Context: an optimization exercise on an open-source flow, tuned for small area. The choices shown serve that exercise and are no tape-out recipe.
Function was checked by simulation only, so behaviour that the tests miss may differ from the original.
Power figures rest on the tool's default switching activity, not on a simulated workload.

## the previous run
==> flow/design.v <==
`timescale 1ns / 1ps
module clk_divider (
    input wire clk,
    input wire rst,
    output wire display_en,
    output wire scan_en,
    output wire sym_en
);
    reg [11:0] q;
    always @(posedge clk) begin
        if (rst) q <= 12'd0;
        else     q <= q + 12'd1;
    end
    assign display_en = (q[1:0] == 2'b01);
    wire low = &q[8:0];
    assign scan_en    = low & ~q[9];                  
    assign sym_en     = low & q[9] & q[10] & ~q[11];  
endmodule
`timescale 1ns / 1ps
module vga640x480(
    input wire clk, input wire rst, input wire en, input wire [1:0] symbol,
    output wire hsync, output wire vsync,
    output wire [2:0] red, output wire [2:0] green, output wire [1:0] blue
);
    reg [9:0] hx;
    wire hend = hx[9] & hx[8] & hx[6] & hx[3] & hx[2] & hx[1] & hx[0];  
    wire hwrap = en & hend;
    always @(posedge clk) begin
        if (rst | hwrap) hx <= 10'd48;
        else hx <= hx + {9'd0, en};
    end
    reg [8:0] ws;
    reg vdn;
    wire vtop = ws[8] & ws[6] & ws[5] & ws[4] & ws[2] & ws[1] & ws[0];  
    wire vend = ~ws[8] & ~ws[7];                                       
    wire [9:0] vt;
    assign vt[0] = hwrap;
    genvar i;
    generate for (i = 0; i < 9; i = i + 1) begin : vch
        assign vt[i+1] = vt[i] & (ws[i] ^ vdn);
    end endgenerate
    always @(posedge clk) begin
        if (rst | (hwrap & vdn & vend)) begin
            ws <= 9'd105;
            vdn <= 1'b0;
        end else begin
            ws <= ws ^ vt[8:0];
            if (hwrap & ~vdn & vtop) vdn <= 1'b1;
        end
    end
    assign hsync = (hx >= 10'd144);
    assign vsync = (ws >= 9'd107);
    wire activeh = (hx >= 10'd192) && (hx < 10'd832);
    wire activev = (ws > 9'd136) || (ws == 9'd136 && !vdn);
    wire active = activeh & activev;
    wire recth = (hx >= 10'd432) && (hx <= 10'd592);
    wire rectv = (ws >= 9'd296);
    wire rect = recth & rectv;
    wire [8:0] ax = hx[9] ? hx[8:0] : ~hx[8:0];
    wire [6:0] nb = ~ws[6:0];
    wire [7:0] c;
    assign c[0] = ~hx[9];
    generate for (i = 0; i < 7; i = i + 1) begin : ch
        assign c[i+1] = (ax[i] & nb[i]) | (c[i] & (ax[i] | nb[i]));
    end endgenerate
    wire diam = (ax[8:7] == 2'b00) && ws[8] && !c[7];
    wire r = (symbol == 2'd2) || (symbol == 2'd1 && rect) || (symbol == 2'd3 && !diam);
    assign red = {3{active & r}};
    assign green = {3{active & ~r}};
    assign blue = 2'b00;
endmodule
`timescale 1ns / 1ps
module main(
    input wire clk,
    input wire rst,
    input wire btnC,
    input wire btnL,
    input wire btnR,
    output wire [6:0] seg,
    output wire [3:0] an_on,
    output wire [2:0] vgaRed,
    output wire [2:0] vgaGreen,
    output wire [1:0] vgaBlue,
    output wire Hsync,
    output wire Vsync
);
    wire display_en, scan_en, sym_en;
    clk_divider div (
        .clk(clk), .rst(rst),
        .display_en(display_en), .scan_en(scan_en), .sym_en(sym_en)
    );
    reg [5:0] lfsr;
    wire lz = ~|lfsr;
    wire fb = lfsr[5] ^ lfsr[0];
    wire [1:0] symbol = lfsr[1:0];
    wire sym_change = lz | lfsr[5] | (lfsr[1] ^ lfsr[0]);
    always @(posedge clk) begin
        if (rst) lfsr <= 6'd0;
        else if (sym_en) lfsr <= {lfsr[4:1], lfsr[0] | lz, fb | lz};
    end
    vga640x480 display (
        .clk(clk), .rst(rst), .en(display_en), .symbol(symbol),
        .hsync(Hsync), .vsync(Vsync),
        .red(vgaRed), .green(vgaGreen), .blue(vgaBlue)
    );
    reg winner;
    reg [3:0] p1t, p1u, p2t, p2u;
    wire inc = lfsr[1] & lfsr[0];
    wire act1 = ~winner & btnL;
    wire act2 = ~winner & btnR;
    function [3:0] tog;
        input [3:0] d;
        input up;
        begin
            tog[0] = 1'b1;
            tog[1] = up ? (d[0] & ~d[3]) : (~d[0] & (d[3] | d[2] | d[1]));
            tog[2] = up ? (d[1] & d[0]) : (~d[1] & ~d[0] & (d[3] | d[2]));
            tog[3] = up ? ((d[2] & d[1] & d[0]) | (d[3] & d[0])) : (~d[2] & ~d[1] & ~d[0]);
        end
    endfunction
    function [7:0] upd;
        input [3:0] t;
        input [3:0] u;
        input clr;
        input act;
        input up;
        reg zu, zt, enu, ent;
        begin
            zu = ~|u;
            zt = ~|t;
            enu = act & (up | ~zu | ~zt);
            ent = act & (up ? (u[3] & u[0]) : (zu & ~zt));
            upd[3:0] = clr ? {3'b000, act & up} : u ^ ({4{enu}} & tog(u, up));
            upd[7:4] = clr ? 4'b0000 : t ^ ({4{ent}} & tog(t, up));
        end
    endfunction
    wire [7:0] n1 = upd(p1t, p1u, btnC, act1, inc);
    wire [7:0] n2 = upd(p2t, p2u, btnC, act2, inc);
    always @(posedge clk) begin
        if (rst) begin
            winner <= 1'b0;
            p1t <= 4'd0; p1u <= 4'd0;
            p2t <= 4'd0; p2u <= 4'd0;
        end else begin
            winner <= (winner | btnL | btnR) & ~(sym_en & sym_change);
            {p1t, p1u} <= n1;
            {p2t, p2u} <= n2;
        end
    end
    reg [3:0] dg;
    reg [1:0] pos;
    wire blank = dg[3] & dg[2];
    wire [1:0] npos = blank ? 2'd0 : pos + 2'd1;
    reg [3:0] sel;
    always @(*) begin
        case (npos)
            2'd0: sel = p1t;
            2'd1: sel = p1u;
            2'd2: sel = p2t;
            default: sel = p2u;
        endcase
    end
    always @(posedge clk) begin
        if (rst)
            dg <= 4'hF;
        else if (scan_en) begin
            dg <= sel;
            pos <= npos;
        end
    end
    assign an_on = blank ? 4'b1111 : ~(4'b1000 >> pos);
    wire [3:0] d = dg;
    assign seg[0] = (~d[3] & ~d[2] & ~d[1] & d[0]) | (d[3] & d[2]) | (d[2] & ~d[1] & ~d[0]);
    assign seg[1] = (d[3] & d[2]) | (d[2] & ~d[1] & d[0]) | (d[2] & d[1] & ~d[0]);
    assign seg[2] = (d[3] & d[2]) | (~d[2] & d[1] & ~d[0]);
    assign seg[3] = (~d[3] & ~d[2] & ~d[1] & d[0]) | (d[2] & ~d[1] & ~d[0]) | (d[2] & d[1] & d[0]);
    assign seg[4] = (d[2] & ~d[1]) | d[0];
    assign seg[5] = (~d[3] & ~d[2] & d[0]) | (~d[2] & d[1]) | (d[1] & d[0]);
    assign seg[6] = (~d[3] & ~d[2] & ~d[1]) | (d[2] & d[1] & d[0]);
endmodule
Settings: LEC_CHECK=0, ABC_AREA=1, CAP_MARGIN=20, CORE_MARGIN=2, CORE_UTILIZATION=40, CTS_BUF_LIST=sky130_fd_sc_hd__clkbuf_4, CTS_CLUSTER_DIAMETER=200, CTS_CLUSTER_SIZE=40, SLEW_MARGIN=20; clock period 7.0 ns.
run.sh (not shown) runs the stock make flow with config.mk's settings and CLKGATE_MAP_FILE= SYNTH_SCRIPT=/design/flow/synth_recipe.tcl, a recipe that flattens the netlist after the stock synthesis.
Modified inputs, the current run compared to the previous run
diff --git a/flow/design.v b/flow/design.v
--- a/flow/design.v
+++ b/flow/design.v
@@ -2,21 +2,30 @@
 module clk_divider (
     input wire clk,
     input wire rst,
     output wire display_en,
     output wire scan_en,
-    output wire sym_en
+    output wire sym_en,
+    output wire [2:0] qh        
 );
-    reg [11:0] q;
+    reg [1:0] j;
+    reg [9:0] u;
+    wire j3 = j[1] & ~j[0];
     always @(posedge clk) begin
-        if (rst) q <= 12'd0;
-        else     q <= q + 12'd1;
+        if (rst) begin
+            j <= 2'b00;
+            u <= 10'd0;
+        end else begin
+            j <= {j[0], ~j[1]};
+            u <= u + {9'd0, j3};
+        end
     end
-    assign display_en = (q[1:0] == 2'b01);
-    wire low = &q[8:0];
-    assign scan_en    = low & ~q[9];                  
-    assign sym_en     = low & q[9] & q[10] & ~q[11];  
+    assign display_en = ~j[1] & j[0];                      
+    wire low = j3 & (&u[6:0]);                             
+    assign scan_en    = low & ~u[7];                       
+    assign sym_en     = low & u[7] & u[8] & ~u[9];         
+    assign qh = u[9:7];
 endmodule
 `timescale 1ns / 1ps
 module vga640x480(
     input wire clk, input wire rst, input wire en, input wire [1:0] symbol,
     output wire hsync, output wire vsync,
@@ -83,13 +92,14 @@
     output wire [1:0] vgaBlue,
     output wire Hsync,
     output wire Vsync
 );
     wire display_en, scan_en, sym_en;
+    wire [2:0] qh;
     clk_divider div (
         .clk(clk), .rst(rst),
-        .display_en(display_en), .scan_en(scan_en), .sym_en(sym_en)
+        .display_en(display_en), .scan_en(scan_en), .sym_en(sym_en), .qh(qh)
     );
     reg [5:0] lfsr;
     wire lz = ~|lfsr;
     wire fb = lfsr[5] ^ lfsr[0];
     wire [1:0] symbol = lfsr[1:0];
@@ -146,31 +156,30 @@
             {p1t, p1u} <= n1;
             {p2t, p2u} <= n2;
         end
     end
     reg [3:0] dg;
-    reg [1:0] pos;
     wire blank = dg[3] & dg[2];
-    wire [1:0] npos = blank ? 2'd0 : pos + 2'd1;
     reg [3:0] sel;
     always @(*) begin
-        case (npos)
+        case (qh[2:1])
             2'd0: sel = p1t;
             2'd1: sel = p1u;
             2'd2: sel = p2t;
             default: sel = p2u;
         endcase
     end
     always @(posedge clk) begin
         if (rst)
             dg <= 4'hF;
-        else if (scan_en) begin
+        else if (scan_en)
             dg <= sel;
-            pos <= npos;
-        end
     end
-    assign an_on = blank ? 4'b1111 : ~(4'b1000 >> pos);
+    assign an_on[3] = blank | ~(qh == 3'd1 | qh == 3'd2);
+    assign an_on[2] = blank | ~(qh == 3'd3 | qh == 3'd4);
+    assign an_on[1] = blank | ~(qh == 3'd5 | qh == 3'd6);
+    assign an_on[0] = blank | ~(qh == 3'd7 | qh == 3'd0);
     wire [3:0] d = dg;
     assign seg[0] = (~d[3] & ~d[2] & ~d[1] & d[0]) | (d[3] & d[2]) | (d[2] & ~d[1] & ~d[0]);
     assign seg[1] = (d[3] & d[2]) | (d[2] & ~d[1] & d[0]) | (d[2] & d[1] & ~d[0]);
     assign seg[2] = (d[3] & d[2]) | (~d[2] & d[1] & ~d[0]);
     assign seg[3] = (~d[3] & ~d[2] & ~d[1] & d[0]) | (d[2] & ~d[1] & ~d[0]) | (d[2] & d[1] & d[0]);
## What came out
Both conditions hold for the current run: the flow ran to the end and the final layout passed the timing, DRC and antenna checks. Share of total power in the clock network in the current run is 4.3 points above the previous run. Die span in y delta for the current run relative to the previous run: 1.0 µm lower. Re fmax: the previous run and the current run aren't equal, and the higher value belongs to the previous run. Mean routed wirelength per cell, the previous run and the current run: smaller value in the previous run. Going from the previous run to the current run, total power went up 21 µW; via count fell by 23; wire length grew by 2.2%. Compared with the previous run, the current run shows share of the synthesized area in compound gates (AO/OA/AOI/OAI) higher by 2.2 points. Relative to the previous run, the actual transition at the worst max-transition pin of the current run is lower by 0.21 ns. Looking at register cell area after layout, the current run sits about 5% lower than the previous run does. Compared to the previous run, the current run has largest driver fanout on the critical path 3 higher.

[port drivers added, routing unchanged]
Ports are ideal in the flow. The routed layouts listed here were re-timed in OpenROAD. Step 1 sets driving cells, clkbuf_16 on the clock port and buf_2 on the other inputs (assumed; they add their load-dependent delay and slew). Step 2, shift: input delay + t, output delay - t, t = (earliest + latest rising clock arrival at the registers) / 2. This alone moves slack from input paths to output paths. Slacks: no drivers / after step 1 / after step 2; pairs: no drivers / after step 1.
| run | t, ns | setup slack, ns | worst setup path after step 2 | clock arrival spread, ns |
|---|---|---|---|---|
| the previous run | 0.404 | 3.021 / 2.992 / 3.396 | register to output | 0.015 / 0.015 |
| the current run | 0.424 | 2.595 / 2.567 / 2.991 | register to output | 0.008 / 0.008 |
After both steps every run listed still meets setup and hold.
